From an optimization exercise on the open Yosys and OpenROAD flow, aimed at small area and a short achievable clock period; shortcuts taken in it are not production practice.
In this exercise RTL edits were held to simulation tests only and were not proved equivalent to the original.
No activity file was given, so power comes from the tool's default toggle rates.

$ cat run.sh
#!/bin/bash
# synth_recipe.tcl (not shown) runs the flow's synth.tcl, then flattens the netlist and writes it again
# the make line also repeats each setting of config.mk as NAME=value (left out here)
make -C /OpenROAD-flow-scripts/flow DESIGN_CONFIG=/design/flow/config.mk WORK_HOME=/design/flow/orfs CLKGATE_MAP_FILE= SYNTH_SCRIPT=/design/flow/synth_recipe.tcl finish
$ cat config.mk
export PLATFORM = sky130hd
export DESIGN_NAME = pipelined_mips
export DESIGN_NICKNAME = pipelined_mips
export VERILOG_FILES = /design/flow/design.v
export SDC_FILE = /design/flow/constraint.sdc
export NUM_CORES = 4
export LEC_CHECK = 0
export CAP_MARGIN = 20
export CORE_MARGIN = 2
export CORE_UTILIZATION = 40
export SLEW_MARGIN = 20
$ cat constraint.sdc
create_clock -name core_clock -period 9.0 [get_ports {clk}]
set_input_delay 1.8000 -clock core_clock [delete_from_list [all_inputs] [get_ports {clk}]]
set_output_delay 1.8000 -clock core_clock [all_outputs]
set_load 0.01 [all_outputs]
$ cat design.v
`timescale 1ns/1ps
module alu (
    input [32 - 1:0] opA,
    input [32 - 1:0] opB,
    input [3:0] alusel,
    output alu_zero,
    output reg [32 - 1:0] alu_res
);
    wire sign_opA;
    wire sign_opB;
    wire [32 - 1:0] mag_opA;
    wire [32 - 1:0] mag_opB;
    assign sign_opA = opA[31];
    assign sign_opB = opB[31];
    assign mag_opA = sign_opA ? (~opA + 1) : opA;
    assign mag_opB = sign_opB ? (~opB + 1) : opB;
    always @ (*) begin
        case (alusel)
            4'b0111: alu_res <= opA & opB;
            4'b1111:  alu_res <= opA | opB;
            4'b0001: alu_res <= opA + opB;
            4'b0011: alu_res <= opA - opB;
            4'b1110: begin
                case ({sign_opA, sign_opB})
                    2'b01: alu_res <= 32'd0;
                    2'b10: alu_res <= 32'd1;
                    2'b00: alu_res <= mag_opA < mag_opB ? 32'd1 : 32'd0;
                    2'b11: alu_res <= mag_opA > mag_opB ? 32'd1 : 32'd0;
                endcase
            end
            4'b1100: alu_res <= opB << opA;      
            4'b1000: alu_res <= opB >> opA;      
            default:     alu_res <= 0;
        endcase
    end
    assign alu_zero = alu_res ? 1'b0 : 1'b1;
endmodule
`timescale 1ns/1ps
module rf(
    input clk,
    input nrst,
    input [5 - 1:0] rd_addrA,
    input [5 - 1:0] rd_addrB,
    input [5 - 1:0] wr_addr,
    input wr_en,
    input [32 - 1:0] wr_data,
    output [32 - 1:0] rd_dataA,
    output [32 - 1:0] rd_dataB
);
    reg [32 - 1:0] regf [0:32 - 1];
    wire [32 - 1:0] reg0 ;
    wire [32 - 1:0] reg1 ;
    wire [32 - 1:0] reg2 ;
    wire [32 - 1:0] reg3 ;
    wire [32 - 1:0] reg4 ;
    wire [32 - 1:0] reg5 ;
    wire [32 - 1:0] reg6 ;
    wire [32 - 1:0] reg7 ;
    wire [32 - 1:0] reg8 ;
    wire [32 - 1:0] reg9 ;
    wire [32 - 1:0] reg10 ;
    wire [32 - 1:0] reg11 ;
    wire [32 - 1:0] reg12 ;
    wire [32 - 1:0] reg13 ;
    wire [32 - 1:0] reg14 ;
    wire [32 - 1:0] reg15 ;
    wire [32 - 1:0] reg16 ;
    wire [32 - 1:0] reg17 ;
    wire [32 - 1:0] reg18 ;
    wire [32 - 1:0] reg19 ;
    wire [32 - 1:0] reg20 ;
    wire [32 - 1:0] reg21 ;
    wire [32 - 1:0] reg22 ;
    wire [32 - 1:0] reg23 ;
    wire [32 - 1:0] reg24 ;
    wire [32 - 1:0] reg25 ;
    wire [32 - 1:0] reg26 ;
    wire [32 - 1:0] reg27 ;
    wire [32 - 1:0] reg28 ;
    wire [32 - 1:0] reg29 ;
    wire [32 - 1:0] reg30 ;
    wire [32 - 1:0] reg31 ;
    assign reg0 = regf[0];
    assign reg1 = regf[1];
    assign reg2 = regf[2];
    assign reg3 = regf[3];
    assign reg4 = regf[4];
    assign reg5 = regf[5];
    assign reg6 = regf[6];
    assign reg7 = regf[7];
    assign reg8 = regf[8];
    assign reg9 = regf[9];
    assign reg10 = regf[10];
    assign reg11 = regf[11];
    assign reg12 = regf[12];
    assign reg13 = regf[13];
    assign reg14 = regf[14];
    assign reg15 = regf[15];
    assign reg16 = regf[16];
    assign reg17 = regf[17];
    assign reg18 = regf[18];
    assign reg19 = regf[19];
    assign reg20 = regf[20];
    assign reg21 = regf[21];
    assign reg22 = regf[22];
    assign reg23 = regf[23];
    assign reg24 = regf[24];
    assign reg25 = regf[25];
    assign reg26 = regf[26];
    assign reg27 = regf[27];
    assign reg28 = regf[28];
    assign reg29 = regf[29];
    assign reg30 = regf[30];
    assign reg31 = regf[31];
    always @ (posedge clk or negedge nrst) begin
        if (!nrst) begin
            regf[0] <= 32'd0;
            regf[1] <= 32'd0;
            regf[2] <= 32'd0;
            regf[3] <= 32'd0;
            regf[4] <= 32'd0;
            regf[5] <= 32'd0;
            regf[6] <= 32'd0;
            regf[7] <= 32'd0;
            regf[8] <= 32'd0;
            regf[9] <= 32'd0;
            regf[10] <= 32'd0;
            regf[11] <= 32'd0;
            regf[12] <= 32'd0;
            regf[13] <= 32'd0;
            regf[14] <= 32'd0;
            regf[15] <= 32'd0;
            regf[16] <= 32'd0;
            regf[17] <= 32'd0;
            regf[18] <= 32'd0;
            regf[19] <= 32'd0;
            regf[20] <= 32'd0;
            regf[21] <= 32'd0;
            regf[22] <= 32'd0;
            regf[23] <= 32'd0;
            regf[24] <= 32'd0;
            regf[25] <= 32'd0;
            regf[26] <= 32'd0;
            regf[27] <= 32'd0;
            regf[28] <= 32'd0;
            regf[29] <= 32'd0;
            regf[30] <= 32'd0;
            regf[31] <= 32'd0;
        end
        else begin
            if (wr_en && wr_addr)
               regf[wr_addr] <= wr_data;
        end
    end
    assign rd_dataA = regf[rd_addrA];
    assign rd_dataB = regf[rd_addrB];
endmodule
`timescale 1ns/1ps
module controller (
    input clk,
    input nrst,
    input [32 - 1:0] IF_ID_inst,      
    input alu_zero,                      
    input ID_EXE_control_beq,
    input ID_EXE_control_bne,
    output reg reg_write,
    output reg reg_dst,
    output reg data_wr,
    output reg alu_src,
    output reg mem_to_reg,
    output reg pc_src,
    output reg jump,
    output reg jal,
    output reg jr,
    output reg sll,
    output reg srl,
    output reg bne,
    output reg beq,
    output reg [3:0] alusel
);
    wire [5:0] IF_ID_inst_opcode;
    wire [4:0] IF_ID_inst_rs;
    wire [4:0] IF_ID_inst_rt;
    wire [4:0] IF_ID_inst_rd;
    wire [4:0] IF_ID_inst_shamt;
    wire [5:0] IF_ID_inst_funct;
    wire [15:0] IF_ID_inst_imm;
    assign IF_ID_inst_opcode = IF_ID_inst[31:26];
    assign IF_ID_inst_rs = IF_ID_inst[25:21];
    assign IF_ID_inst_rt = IF_ID_inst[20:16];
    assign IF_ID_inst_rd = IF_ID_inst[15:11];
    assign IF_ID_inst_shamt = IF_ID_inst[10:6];
    assign IF_ID_inst_funct = IF_ID_inst[5:0];
    assign IF_ID_inst_imm = IF_ID_inst[15:0];
    always @ (*) begin
        case (IF_ID_inst_opcode)
            6'h23,
            6'h2B,
            6'h08:
                alusel <= 4'b0001;
            6'h04,
            6'h05:
                alusel <= 4'b0011;  
            6'h00:
                case (IF_ID_inst_funct)
                    6'h20: alusel <= 4'b0001;
                    6'h22: alusel <= 4'b0011;
                    6'h24: alusel <= 4'b0111;
                    6'h25:  alusel <= 4'b1111;
                    6'h2A: alusel <= 4'b1110;
                    6'h00: alusel <= 4'b1100;
                    6'h02: alusel <= 4'b1000;
                    default: alusel <= 4'h0;
                endcase
            6'h0A: alusel <= 4'b1110;
            6'h0C: alusel <= 4'b0111;
            6'h0D:  alusel <= 4'b1111;
            default:           alusel <= 4'h0;
        endcase
    end
    always @ (*) begin
        case (IF_ID_inst_opcode)
            6'h23,
            6'h2B,
            6'h08,
            6'h0C,
            6'h0A,
            6'h0D:
                alu_src <= 1'b1;
            default:
                alu_src <= 1'b0;
        endcase
    end
    always @ (*) begin
        case (IF_ID_inst_opcode)
            6'h00:  reg_dst <= 1'b1;
            default:             reg_dst <= 1'b0;
        endcase
    end
    always @ (*) begin
        case (IF_ID_inst_opcode)
            6'h00,
            6'h08,
            6'h0C,
            6'h0A,
            6'h0D,
            6'h23,
            6'h03:
                reg_write <= 1'b1;
            default:
                reg_write <= 1'b0;
        endcase
    end
    always @ (*) begin
        case (IF_ID_inst_opcode)
            6'h23: {data_wr, mem_to_reg} <= 2'b01;
            6'h2B: {data_wr, mem_to_reg} <= 2'b10;
            default:         {data_wr, mem_to_reg} <= 2'b00;
        endcase
    end
    always @ (*) begin
        case (IF_ID_inst_opcode)
            6'h04: {beq, bne} <= 2'b10;
            6'h05: {beq, bne} <= 2'b01;
            default: {beq, bne} <= 2'b00;
        endcase
    end
    always @ (*) begin
        case ({ID_EXE_control_beq, ID_EXE_control_bne})
            2'b10: pc_src <= alu_zero ? 1'b1 : 1'b0;
            2'b01: pc_src <= !alu_zero ? 1'b1 : 1'b0;
            default: pc_src <= 0;
        endcase
    end
    always @ (*) begin
        case (IF_ID_inst_opcode)
            6'h02,
            6'h03:
                jump <= 1'b1;
            default:
                jump <= 1'b0;
        endcase
    end
    always @ (*) begin
        case (IF_ID_inst_opcode)
            6'h03: 
                {jal, jr} <= 2'b10;
            6'h00:
                case (IF_ID_inst_funct)
                    6'h08:   {jal, jr} <= 2'b01;
                    default:                {jal, jr} <= 2'b00;
                endcase
            default:
                {jal, jr} <= 2'b00;
        endcase
    end
    always @ (*) begin
        case (IF_ID_inst_opcode)
            6'h00:
                case (IF_ID_inst_funct)
                    6'h00: {sll, srl} <= 2'b10;
                    6'h02: {sll, srl} <= 2'b01;
                    default:               {sll, srl} <= 2'b00;
                endcase
            default: {sll, srl} <= 2'b0;
        endcase
    end
endmodule
`timescale 1ns/1ps
module IF_ID_pipeline_reg(
    input clk,
    input nrst,
    input [32 - 1:0] pc_IF,
    input [32 - 1:0] inst_addr_plus_4,
    input [32 - 1:0] inst,
    input pc_src,
    input jump,
    input jal,
    input jr,
    output reg [32 - 1:0] pc_ID,
    output reg [32 - 1:0] IF_ID_inst_addr_plus_4,
    output reg [32 - 1:0] IF_ID_inst,
    output reg IF_ID_control_flush
);
    wire flush;
    assign flush = pc_src || jump || jal || jr;
    always @ (posedge clk, negedge nrst) begin
        if (!nrst) begin
            IF_ID_inst <= 0;
        end
        else begin
            IF_ID_inst <= inst;
        end
    end
    always @ (posedge clk, negedge nrst) begin
        if (!nrst) begin
            pc_ID <= 0;
            IF_ID_inst_addr_plus_4 <= 0;
            IF_ID_control_flush <= 0;
        end
        else begin
            pc_ID <= pc_IF;
            IF_ID_inst_addr_plus_4 <= inst_addr_plus_4;
            IF_ID_control_flush <= flush;
        end
    end
endmodule
`timescale 1ns/1ps
module ID_EXE_pipeline_reg(
    input clk,
    input nrst,
    input [32 - 1:0] pc_ID,
    input [32 - 1:0] rd_dataB,
    input [32 - 1:0] alu_opA,
    input [32 - 1:0] alu_opB,
    input [4:0] wr_addr,
    input [3:0] alusel,
    input mem_to_reg,
    input reg_write,
    input data_wr,
    input [32 - 1:0] IF_ID_inst_addr_plus_4,
    input [32 - 1:0] branch_target_address,
    input flush,
    input beq,
    input bne,
    input jal,
    output reg [32 - 1:0] pc_EXE,
    output reg [32 - 1:0] ID_EXE_data_rd_dataB,
    output reg [32 - 1:0] ID_EXE_data_alu_opA,
    output reg [32 - 1:0] ID_EXE_data_alu_opB,
    output reg [4:0] ID_EXE_data_wr_addr,
    output reg [3:0] ID_EXE_control_alusel, 
    output reg ID_EXE_control_mem_to_reg,
    output reg ID_EXE_control_reg_write,
    output reg ID_EXE_control_data_wr,
    output reg [32 - 1:0] ID_EXE_data_inst_addr_plus_4,
    output reg [32 - 1:0] ID_EXE_data_branch_target_address,
    output reg ID_EXE_control_beq,
    output reg ID_EXE_control_bne,
    output reg ID_EXE_control_jal
);
    always @ (posedge clk, negedge nrst) begin
        if (!nrst) begin
            pc_EXE <= 0;
            ID_EXE_data_rd_dataB <= 0;
            ID_EXE_data_alu_opA <= 0;
            ID_EXE_data_alu_opB <= 0;
            ID_EXE_data_wr_addr <= 0;
            ID_EXE_control_alusel <= 0;
            ID_EXE_control_mem_to_reg <= 0;
            ID_EXE_control_reg_write <= 0;
            ID_EXE_control_data_wr <= 0;
            ID_EXE_data_inst_addr_plus_4 <= 0;
            ID_EXE_data_branch_target_address <= 0;
            ID_EXE_control_beq <= 0;
            ID_EXE_control_bne <= 0;
            ID_EXE_control_jal <= 0;
        end
        else begin
            pc_EXE <= pc_ID;
            ID_EXE_data_rd_dataB <= rd_dataB;
            ID_EXE_data_alu_opA <= alu_opA;
            ID_EXE_data_alu_opB <= alu_opB;
            ID_EXE_data_wr_addr <= wr_addr;
            ID_EXE_data_branch_target_address <= branch_target_address;
            ID_EXE_data_inst_addr_plus_4 <= IF_ID_inst_addr_plus_4;
            ID_EXE_control_beq <= beq;
            ID_EXE_control_bne <= bne;
            ID_EXE_control_jal <= jal;
            if (flush) begin
                ID_EXE_control_alusel <= 0;
                ID_EXE_control_mem_to_reg <= 0;
                ID_EXE_control_reg_write <= 0;
                ID_EXE_control_data_wr <= 0;
            end
            else begin
                ID_EXE_control_alusel <= alusel;
                ID_EXE_control_mem_to_reg <= mem_to_reg;
                ID_EXE_control_reg_write <= reg_write;
                ID_EXE_control_data_wr <= data_wr;
            end
        end
    end
endmodule
`timescale 1ns/1ps
module EXE_MEM_pipeline_reg(
    input clk,
    input nrst,
    input [32 - 1:0] pc_EXE,
    input [32 - 1:0] alu_res,
    input [32 - 1:0] ID_EXE_data_rd_dataB,
    input [4:0] ID_EXE_data_wr_addr,
    input ID_EXE_control_mem_to_reg,
    input ID_EXE_control_reg_write,
    input ID_EXE_control_data_wr,
    input ID_EXE_control_jal,
    input [32 - 1:0] ID_EXE_data_inst_addr_plus_4,
    output reg [32 - 1:0] pc_MEM,
    output reg [32 - 1:0] EXE_MEM_data_alu_res,
    output reg [32 - 1:0] EXE_MEM_data_rd_dataB,
    output reg [4:0] EXE_MEM_data_wr_addr,
    output reg EXE_MEM_control_mem_to_reg,
    output reg EXE_MEM_control_reg_write,
    output reg EXE_MEM_control_data_wr,
    output reg EXE_MEM_control_jal,
    output reg [32 - 1:0] EXE_MEM_data_inst_addr_plus_4
);
    always @ (posedge clk, negedge nrst) begin
        if (!nrst) begin
            pc_MEM <= 0;
            EXE_MEM_data_alu_res <= 0;
            EXE_MEM_data_rd_dataB <= 0;
            EXE_MEM_data_wr_addr <= 0;
            EXE_MEM_control_mem_to_reg <= 0;
            EXE_MEM_control_reg_write <= 0;
            EXE_MEM_control_data_wr <= 0;
            EXE_MEM_control_jal <= 0;
            EXE_MEM_data_inst_addr_plus_4 <= 0;
        end
        else begin
            pc_MEM <= pc_EXE;
            EXE_MEM_data_alu_res <= alu_res;
            EXE_MEM_data_rd_dataB <= ID_EXE_data_rd_dataB;
            EXE_MEM_data_wr_addr <= ID_EXE_data_wr_addr;
            EXE_MEM_control_mem_to_reg <= ID_EXE_control_mem_to_reg;
            EXE_MEM_control_reg_write <= ID_EXE_control_reg_write;
            EXE_MEM_control_data_wr <= ID_EXE_control_data_wr;
            EXE_MEM_control_jal <= ID_EXE_control_jal;
            EXE_MEM_data_inst_addr_plus_4 <= ID_EXE_data_inst_addr_plus_4;
        end
    end
endmodule
`timescale 1ns/1ps
module MEM_WB_pipeline_reg(
    input clk,
    input nrst,
    input [32 - 1:0] pc_MEM,
    input [32 - 1:0] mem_data_in,
    input [32 - 1:0] EXE_MEM_data_alu_res,
    input [4:0] EXE_MEM_data_wr_addr,
    input EXE_MEM_control_mem_to_reg,
    input EXE_MEM_control_reg_write,
    input EXE_MEM_control_jal,
    input [32 - 1:0] EXE_MEM_data_inst_addr_plus_4,
    output reg [32 - 1:0] pc_WB,
    output reg [32 - 1:0] MEM_WB_data_mem_data_in,
    output reg [32 - 1:0] MEM_WB_data_alu_res,
    output reg [4:0] MEM_WB_data_wr_addr,
    output reg MEM_WB_control_mem_to_reg,
    output reg MEM_WB_control_reg_write,
    output reg MEM_WB_control_jal,
    output reg [32 - 1:0] MEM_WB_data_inst_addr_plus_4
);
    always @ (posedge clk, negedge nrst) begin
        if (!nrst) begin
            MEM_WB_data_mem_data_in <= 0;
        end
        else begin
            MEM_WB_data_mem_data_in <= mem_data_in;
        end
    end
    always @ (posedge clk, negedge nrst) begin
        if (!nrst) begin
            pc_WB <= 0;
            MEM_WB_data_alu_res <= 0;
            MEM_WB_data_wr_addr <= 0;
            MEM_WB_control_mem_to_reg <= 0;
            MEM_WB_control_reg_write <= 0;
            MEM_WB_control_jal <= 0;
            MEM_WB_data_inst_addr_plus_4 <= 0;
        end
        else begin
            pc_WB <= pc_MEM;
            MEM_WB_data_alu_res <= EXE_MEM_data_alu_res;
            MEM_WB_data_wr_addr <= EXE_MEM_data_wr_addr;
            MEM_WB_control_mem_to_reg <= EXE_MEM_control_mem_to_reg;
            MEM_WB_control_reg_write <= EXE_MEM_control_reg_write;
            MEM_WB_control_jal <= EXE_MEM_control_jal;
            MEM_WB_data_inst_addr_plus_4 <= EXE_MEM_data_inst_addr_plus_4;
        end
    end
endmodule
`timescale 1ns/1ps
module datapath (
    input clk,
    input nrst,
    input reg_write,
    input reg_dst,
    input data_wr,
    input alu_src,
    input mem_to_reg,
    input pc_src,
    input jump,
    input jal,
    input jr,
    input sll,
    input srl,
    input bne,
    input beq,
    input [3:0] alusel,
    input [32 - 1:0] inst,                  
    input [32 - 1:0] mem_data_in,           
    output alu_zero,                                 
    output reg [32 - 1:0] inst_addr,    
    output [32 - 1:0] data_addr,        
    output [32 - 1:0] mem_data_out,         
    output [32 - 1:0] IF_ID_inst,
    output ID_EXE_control_bne,
    output ID_EXE_control_beq,
    output EXE_MEM_control_data_wr,
    output [32 - 1:0] pc_IF,
    output [32 - 1:0] pc_ID,
    output [32 - 1:0] pc_EXE,
    output [32 - 1:0] pc_MEM,
    output [32 - 1:0] pc_WB
);
    wire [4:0] inst_rs;
    wire [4:0] inst_rt;
    wire [4:0] inst_rd;
    wire [4:0] inst_shamt;
    wire [15:0] inst_imm;
    wire [32 - 1:0] inst_imm_sign_extended;
    wire [15:0] inst_jump_target_addr;
    wire [4:0] rd_addrA;
    wire [4:0] rd_addrB;
    reg [4:0] wr_addr;
    reg [32 - 1:0] wr_data;
    wire [32 - 1:0] rd_dataA;
    wire [32 - 1:0] rd_dataB;
    wire [32 - 1:0] IF_ID_inst_addr_plus_4;
    wire IF_ID_control_flush;
    wire [32 - 1:0] ID_EXE_data_rd_dataB;
    wire [32 - 1:0] ID_EXE_data_alu_opA;
    wire [32 - 1:0] ID_EXE_data_alu_opB;
    wire [4:0] ID_EXE_data_wr_addr;
    wire [3:0] ID_EXE_control_alusel; 
    wire ID_EXE_control_mem_to_reg;
    wire ID_EXE_control_reg_write;
    wire ID_EXE_control_data_wr;
    wire [32 - 1:0] ID_EXE_data_inst_addr_plus_4;
    wire [32 - 1:0] ID_EXE_data_branch_target_address;
    wire ID_EXE_control_jal;
    wire [32 - 1:0] EXE_MEM_data_alu_res;
    wire [32 - 1:0] EXE_MEM_data_rd_dataB;
    wire [4:0] EXE_MEM_data_wr_addr;
    wire EXE_MEM_control_mem_to_reg;
    wire EXE_MEM_control_reg_write;
    wire EXE_MEM_control_jal;
    wire [32 - 1:0] EXE_MEM_data_inst_addr_plus_4;
    wire [32 - 1:0] MEM_WB_data_mem_data_in;
    wire [32 - 1:0] MEM_WB_data_alu_res;
    wire [4:0] MEM_WB_data_wr_addr;
    wire MEM_WB_control_mem_to_reg;
    wire MEM_WB_control_reg_write;
    wire MEM_WB_control_jal;
    wire [32 - 1:0] MEM_WB_data_inst_addr_plus_4;
    reg [32 - 1:0] next_inst_addr;
    wire [32 - 1:0] inst_addr_plus_4;
    always @ (posedge clk or negedge nrst) begin
        if (!nrst) 
            inst_addr <= 0;
        else 
            inst_addr <= next_inst_addr;
    end
    assign pc_IF = inst_addr;
    assign inst_addr_plus_4 = inst_addr + 4;
    always @ (*) begin
        case ({pc_src, jump, jr})
            3'b100: next_inst_addr <= ID_EXE_data_branch_target_address + ID_EXE_data_inst_addr_plus_4;     
            3'b010: next_inst_addr <= {IF_ID_inst_addr_plus_4[31:28], inst_jump_target_addr, 2'b00};
            3'b001: next_inst_addr <= rd_dataA;
            default: next_inst_addr <= inst_addr_plus_4;
        endcase
    end
    IF_ID_pipeline_reg P1 (.clk(clk),
        .nrst(nrst),
        .pc_IF(pc_IF),
        .inst_addr_plus_4(inst_addr_plus_4),
        .inst(inst),
        .pc_src(pc_src),
        .jump(jump),
        .jal(jal),
        .jr(jr),
        .IF_ID_inst_addr_plus_4(IF_ID_inst_addr_plus_4),
        .IF_ID_inst(IF_ID_inst),
        .pc_ID(pc_ID),
        .IF_ID_control_flush(IF_ID_control_flush)
    );
    wire [32 - 1:0] branch_target_address;
    assign inst_rs = IF_ID_inst[25:21];
    assign inst_rt = IF_ID_inst[20:16];
    assign inst_rd = IF_ID_inst[15:11];
    assign inst_shamt = IF_ID_inst[10:6];
    assign inst_imm = IF_ID_inst[15:0];
    assign inst_imm_sign_extended = {{16{IF_ID_inst[15]}}, IF_ID_inst[15:0]};
    assign inst_jump_target_addr = IF_ID_inst[25:0];
    wire [32 - 1:0] opA;
    wire [32 - 1:0] opB;
    wire [32 - 1:0] alu_res;
    assign rd_addrA = inst_rs;
    assign rd_addrB = inst_rt;
    always @ (*) begin
        case (jal)
            1'b1: wr_addr <= 32'd31;                         
            1'b0: wr_addr <= reg_dst ? inst_rd : inst_rt;    
        endcase
    end
    always @ (*) begin
        case (MEM_WB_control_jal)
            1'b1: wr_data <= MEM_WB_data_inst_addr_plus_4;
            1'b0: wr_data <= MEM_WB_control_mem_to_reg ? MEM_WB_data_mem_data_in : MEM_WB_data_alu_res;
        endcase
    end
    rf U1 (.clk(clk),
        .nrst(nrst),
        .rd_addrA(rd_addrA),
        .rd_addrB(rd_addrB),
        .wr_addr(MEM_WB_data_wr_addr),
        .wr_en(MEM_WB_control_reg_write),
        .wr_data(wr_data),
        .rd_dataA(rd_dataA),
        .rd_dataB(rd_dataB)
    );
    assign opA = (sll || srl) ? { {27{1'b0}}, inst_shamt } : rd_dataA;
    assign opB = alu_src ? inst_imm_sign_extended : rd_dataB;
    assign branch_target_address = inst_imm_sign_extended << 2;
    wire flush;
    assign flush = pc_src || IF_ID_control_flush;
    ID_EXE_pipeline_reg P2 (.clk(clk),
        .nrst(nrst),
        .pc_ID(pc_ID),
        .rd_dataB(rd_dataB),
        .alu_opA(opA),
        .alu_opB(opB),
        .wr_addr(wr_addr),
        .alusel(alusel),
        .mem_to_reg(mem_to_reg),
        .reg_write(reg_write),
        .data_wr(data_wr),
        .IF_ID_inst_addr_plus_4(IF_ID_inst_addr_plus_4),
        .branch_target_address(branch_target_address),
        .flush(flush),
        .beq(beq),
        .bne(bne),
        .jal(jal),
        .pc_EXE(pc_EXE),
        .ID_EXE_data_rd_dataB(ID_EXE_data_rd_dataB),
        .ID_EXE_data_alu_opA(ID_EXE_data_alu_opA),
        .ID_EXE_data_alu_opB(ID_EXE_data_alu_opB),
        .ID_EXE_data_wr_addr(ID_EXE_data_wr_addr),
        .ID_EXE_control_alusel(ID_EXE_control_alusel),
        .ID_EXE_control_mem_to_reg(ID_EXE_control_mem_to_reg),
        .ID_EXE_control_reg_write(ID_EXE_control_reg_write),
        .ID_EXE_control_data_wr(ID_EXE_control_data_wr),
        .ID_EXE_data_inst_addr_plus_4(ID_EXE_data_inst_addr_plus_4),
        .ID_EXE_data_branch_target_address(ID_EXE_data_branch_target_address),
        .ID_EXE_control_beq(ID_EXE_control_beq),
        .ID_EXE_control_bne(ID_EXE_control_bne),
        .ID_EXE_control_jal(ID_EXE_control_jal)
    );
    alu U2 (.opA(ID_EXE_data_alu_opA), 
        .opB(ID_EXE_data_alu_opB),
        .alusel(ID_EXE_control_alusel),
        .alu_res(alu_res),
        .alu_zero(alu_zero)
    );
    EXE_MEM_pipeline_reg P3 (.clk(clk),
        .nrst(nrst),
        .pc_EXE(pc_EXE),
        .alu_res(alu_res),
        .ID_EXE_data_rd_dataB(ID_EXE_data_rd_dataB),
        .ID_EXE_data_wr_addr(ID_EXE_data_wr_addr),
        .ID_EXE_control_mem_to_reg(ID_EXE_control_mem_to_reg),
        .ID_EXE_control_reg_write(ID_EXE_control_reg_write),
        .ID_EXE_control_data_wr(ID_EXE_control_data_wr),
        .ID_EXE_control_jal(ID_EXE_control_jal),
        .ID_EXE_data_inst_addr_plus_4(ID_EXE_data_inst_addr_plus_4),
        .pc_MEM(pc_MEM),
        .EXE_MEM_data_alu_res(EXE_MEM_data_alu_res),
        .EXE_MEM_data_rd_dataB(EXE_MEM_data_rd_dataB),
        .EXE_MEM_data_wr_addr(EXE_MEM_data_wr_addr),
        .EXE_MEM_control_mem_to_reg(EXE_MEM_control_mem_to_reg),
        .EXE_MEM_control_reg_write(EXE_MEM_control_reg_write),
        .EXE_MEM_control_data_wr(EXE_MEM_control_data_wr),
        .EXE_MEM_control_jal(EXE_MEM_control_jal),
        .EXE_MEM_data_inst_addr_plus_4(EXE_MEM_data_inst_addr_plus_4)
    );
    assign data_addr = EXE_MEM_data_alu_res;
    assign mem_data_out = EXE_MEM_data_rd_dataB;
    MEM_WB_pipeline_reg P4 (.clk(clk),
        .nrst(nrst),
        .pc_MEM(pc_MEM),
        .mem_data_in(mem_data_in),
        .EXE_MEM_data_alu_res(EXE_MEM_data_alu_res),
        .EXE_MEM_data_wr_addr(EXE_MEM_data_wr_addr),
        .EXE_MEM_control_mem_to_reg(EXE_MEM_control_mem_to_reg),
        .EXE_MEM_control_reg_write(EXE_MEM_control_reg_write),
        .EXE_MEM_control_jal(EXE_MEM_control_jal),
        .EXE_MEM_data_inst_addr_plus_4(EXE_MEM_data_inst_addr_plus_4),
        .pc_WB(pc_WB),
        .MEM_WB_data_mem_data_in(MEM_WB_data_mem_data_in),
        .MEM_WB_data_alu_res(MEM_WB_data_alu_res),
        .MEM_WB_data_wr_addr(MEM_WB_data_wr_addr),
        .MEM_WB_control_mem_to_reg(MEM_WB_control_mem_to_reg),
        .MEM_WB_control_reg_write(MEM_WB_control_reg_write),
        .MEM_WB_control_jal(MEM_WB_control_jal),
        .MEM_WB_data_inst_addr_plus_4(MEM_WB_data_inst_addr_plus_4)
    );
endmodule
`timescale 1ns/1ps
module pipelined_mips(
    input clk,
    input nrst,
    input [32 - 1:0] inst,              
    input [32 - 1:0] data_in,           
    output [32 - 1:0] data_out,         
    output data_wr,                            
    output [32 - 1:0] inst_addr,    
    output [32 - 1:0] data_addr,     
    output [32 - 1:0] pc_IF,
    output [32 - 1:0] pc_ID,
    output [32 - 1:0] pc_EXE,    
    output [32 - 1:0] pc_MEM,
    output [32 - 1:0] pc_WB
);
    wire reg_write;
    wire reg_dst;
    wire alu_src;
    wire mem_to_reg;
    wire pc_src;
    wire jump;
    wire jal;
    wire jr;
    wire sll;
    wire srl;
    wire [3:0] alusel;
    wire alu_zero;
    wire ID_data_wr;
    wire ID_EXE_control_bne;
    wire ID_EXE_control_beq;
    wire bne;
    wire beq;
    wire [32 - 1:0] IF_ID_inst;
    datapath U1 (.clk(clk),
        .nrst(nrst),
        .reg_write(reg_write),
        .reg_dst(reg_dst),
        .data_wr(ID_data_wr),
        .alu_src(alu_src),
        .mem_to_reg(mem_to_reg),
        .pc_src(pc_src),
        .jump(jump),
        .jal(jal),
        .jr(jr),
        .sll(sll),
        .srl(srl),
        .bne(bne),
        .beq(beq),
        .alusel(alusel),
        .inst(inst),
        .mem_data_in(data_in),
        .alu_zero(alu_zero),
        .inst_addr(inst_addr),
        .data_addr(data_addr),
        .mem_data_out(data_out),
        .IF_ID_inst(IF_ID_inst),
        .ID_EXE_control_bne(ID_EXE_control_bne),
        .ID_EXE_control_beq(ID_EXE_control_beq),
        .EXE_MEM_control_data_wr(data_wr),
        .pc_IF(pc_IF),
        .pc_ID(pc_ID),
        .pc_EXE(pc_EXE),
        .pc_MEM(pc_MEM),
        .pc_WB(pc_WB)
    );
    controller U2 (.clk(clk),
        .nrst(nrst),
        .IF_ID_inst(IF_ID_inst),
        .alu_zero(alu_zero),
        .ID_EXE_control_beq(ID_EXE_control_beq),
        .ID_EXE_control_bne(ID_EXE_control_bne),
        .reg_write(reg_write),
        .reg_dst(reg_dst),
        .data_wr(ID_data_wr),
        .alu_src(alu_src),
        .mem_to_reg(mem_to_reg),
        .pc_src(pc_src),
        .jump(jump),
        .jal(jal),
        .jr(jr),
        .sll(sll),
        .srl(srl),
        .bne(bne),
        .beq(beq),
        .alusel(alusel)
    );
endmodule
==> notes.md <==
power breakdown:
| group | leakage (nW) | internal [mW] | switching [mW] |
|---|---|---|---|
| Clock | 2.86 | 4.30 | 3.19 |
| Sequential | 21.8 | 7.86 | 0.598 |
| Combinational | 12.8 | 1.27 | 1.65 |
area by class of cell:
class                           count  area share (%)
Clock buffer                      244            5.57
Antenna cell                       25          0.0708
Sequential cell                  1609            45.6
Tap cell                         2511            3.55
Clock inverter                     70            1.11
Multi-Input combinational cell   5181            38.1
Timing Repair Buffer              548            5.79
Inverter                           45           0.191
critical path, delay by kind of cell, from the launching register on:
| family | cells | cell delay [ns] |
|---|---|---|
| AND/OR/NAND/NOR | 16 | 5.97 |
| adder cells (fa/ha/maj) | 1 | 0.29 |
| multiplexers | 2 | 0.48 |
| buffers and inverters | 2 | 0.34 |
| flip-flops | 1 | 0.40 |
| AO/OA/AOI/OAI | 4 | 0.96 |
| XOR/XNOR | 1 | 0.19 |
stage by stage:
stage                     power (mW)  setup slack, ns  instances  cell area, sq um  utilization, %
after global placement          11.4            0.129       9890             82200            43.4
after global routing            19.4           0.0170      10209             88300            46.6
after CTS                       18.8           0.0311      10205             88100            46.5
after detailed placement        11.4           0.0502       9891             82200            43.4
after floorplan                 9.69            0.493       7575             76100               -
final                           18.9            0.221      10233             88400            46.6
kinds of logic (layout without fill, tap and decap cells):
| group | Yosys count | in the layout | share of synthesized area, % |
|---|---|---|---|
| AO/OA/AOI/OAI | 2642 | 2642 | 23.4 |
| AND/OR/NAND/NOR | 2031 | 2031 | 11.7 |
| flip-flops | 1609 | 1609 | 52.9 |
| buffers and inverters | 786 | 907 | 4.19 |
| multiplexers | 223 | 224 | 3.98 |
| XOR/XNOR | 158 | 158 | 1.82 |
| adder cells (fa/ha/maj) | 126 | 126 | 2.00 |
| other | 0 | 25 | 0 |
metal layers:
metal	part of all wire (%)	wire length, um
met2	41	151000
met1	38	140000
met5	0.10	381
met4	7.3	27200
met3	14	53600
synth_stat cells (all sizes together) (58+ instances only):
library cell	n	area share, %
a21oi	209	1.4
a221oi	331	3.8
a22o	327	3.8
a22oi	362	3.6
buf	117	0.89
clkbuf	624	3.1
dfrtp	1609	53
ha	97	1.6
mux2i	114	1.5
mux4	58	1.7
nand2	1229	6.1
nand3	138	0.91
nand4	146	1.2
nor2	233	1.1
o21ai	1077	7.1
o32a	64	0.84
xnor2	73	0.84
xor2	85	0.98
what timing repair did:
item / CTS / global route
endpoints found under the setup margin: 0 / 39
buffers inserted: 0 / 1
gates resized for setup: 0 / 24
path summary, 6_finish.rpt:
path	from	cells after the start	end
worst max register to register	U1.P2.ID_EXE_data_alu_opB[1]	26	U1.inst_addr[1]
worst max-delay path	U1.P2.ID_EXE_data_alu_opB[1]	26	U1.inst_addr[1]
min in group asynchronous	nrst	1	U1.U1.regf[18][3]
max in group asynchronous	nrst	3	U1.U1.regf[15][25]
worst min register to register	U1.P1.IF_ID_inst_addr_plus_4[2]	0	U1.P2.ID_EXE_data_inst_addr_plus_4[2]
worst min-delay path	U1.P1.IF_ID_inst_addr_plus_4[2]	0	U1.P2.ID_EXE_data_inst_addr_plus_4[2]
==> out/metrics.cfg <==
[run_status]
status=complete, no violations

[finish]
fillerInstances=17494
layout_common_cells=dfrtp_1, nand2_1, o21ai_0
largest-register=U1.U1.regf
largest_reg_flops=1024
regArea_sq_um=40300
drive_gt1_share_pct=10.4
mostFrequentLayoutCell=dfrtp_1
final_nets=7722
multi_input_area_sq_um=33700
syn_to_final_growth_pct=16.2

[global_route]
grtUsageMet1_pct=50.1
grt_use_total_pct=37.7
antenna_found_initial=37
busiest_layer=met2
overflow=0
grt.met2_usage_pct=52.0
grt_pass1_wl_um=517000
grt_max_degree=163
grtUsageMet3_pct=13.8
grt_pass1_vias=65939

[floorplanning]
io-pin-count=323
die_w_um=440
core_sq_um=190000
fp.dieH_um=440
dieArea_sq_um=194000
start_util_pct=40.1
rows=160

[cts]
cts_tree=yes
cts.path.max_buffers=3
insertion_delay_ns=0.86
clockRootBuffer=clkbuf_16
path_clk_slew_ns=0.06
cts_buffers=172
clock_sinks=1609
h-tree-depth=4
cts_hold_buf=0

[worst_setup_path]
critPathArrivalTime_ns=9.51
endpoint_kind=flip-flop
start_kind=flip-flop
cpMostUsedCell=or3_1
r2r_setup_slack_ns=0.22
critPathMaxStageDelay_ns=0.55
crit_fanout=8
required_ns=9.73
cp_slowest_cell=or4_1
critical_path_class=reg2reg

[sta]
maxSlewViolCount=0
finClkSkew_ns=0.0471
maxSlewHeadroom_pct=12.7
hold_ws_ns=0.343
tightest_slew_ns=1.31
rsz0062_at_grt=false
setup_viol=0
fmax_mhz=114
fin_crit_ns=8.78
hold_viol=0
finalSetupTns_ns=0
finalCritPeriodShare_pct=97.5

[yosys]
synth-edff-count=0
seq_area_frac_synth_pct=52.9
synth-seq-cells=1609
avgSynthCellArea_sq_um=10.0
synthFlopType=dfrtp_1
postSynthCellCount=7575
yosys_warnings=9
syn_area_sq_um=76100
postSynth.asyncResetShare_pct=100
synth.distinct_cells=87
syn-num-nets=7740

[placement]
dp_hpwl_um=218000
port-buffer-count=322
gp_congestion=1.01

[pwr]
power_leakage_nw=37.5
power_density_nw_per_um2=213
ir_worst_vdd_mv=0.176

[route]
drc_errors=0
drt_iter0_markers=11590
viasPerCell=6.82
ant_nets=0
routed_wl_um=372000
routedWlPerCell_um=36.4
vias=69836
dr.pass1.iters=7

[job]
maxCapViolCount=0

[hold_path]
worstHoldPathType=reg2reg

## port drivers added, routing unchanged
The flow's constraints put no driver on any port. The routed layout listed below was extracted and timed again, unchanged, in two steps. Step 1 sets driving cells, clkbuf_16 on the clock port and buf_2 on the other inputs (assumed; they add their load-dependent delay and slew). Step 2 adds t to the input delays and takes it off the output delays; t is the mean of the earliest and latest rising clock arrival at the registers after step 1. Input paths then give back, and output paths get back, about the clock's delay inside the block. a / b / c = ideal ports / drivers / drivers and shift; a / b = the first two.
shift t [ns]: 0.932
setup WS [ns]: 0.221 / 0.221 / 0.221
slew at the worst register clock pin (ns): 0.07 / 0.07
worst slew at a driven data input, ns: 0.09
After both steps this run still meets setup and hold. For this run, drivers alone change the setup slack by 0.000 ns; drivers and shift together by 0.000 ns.
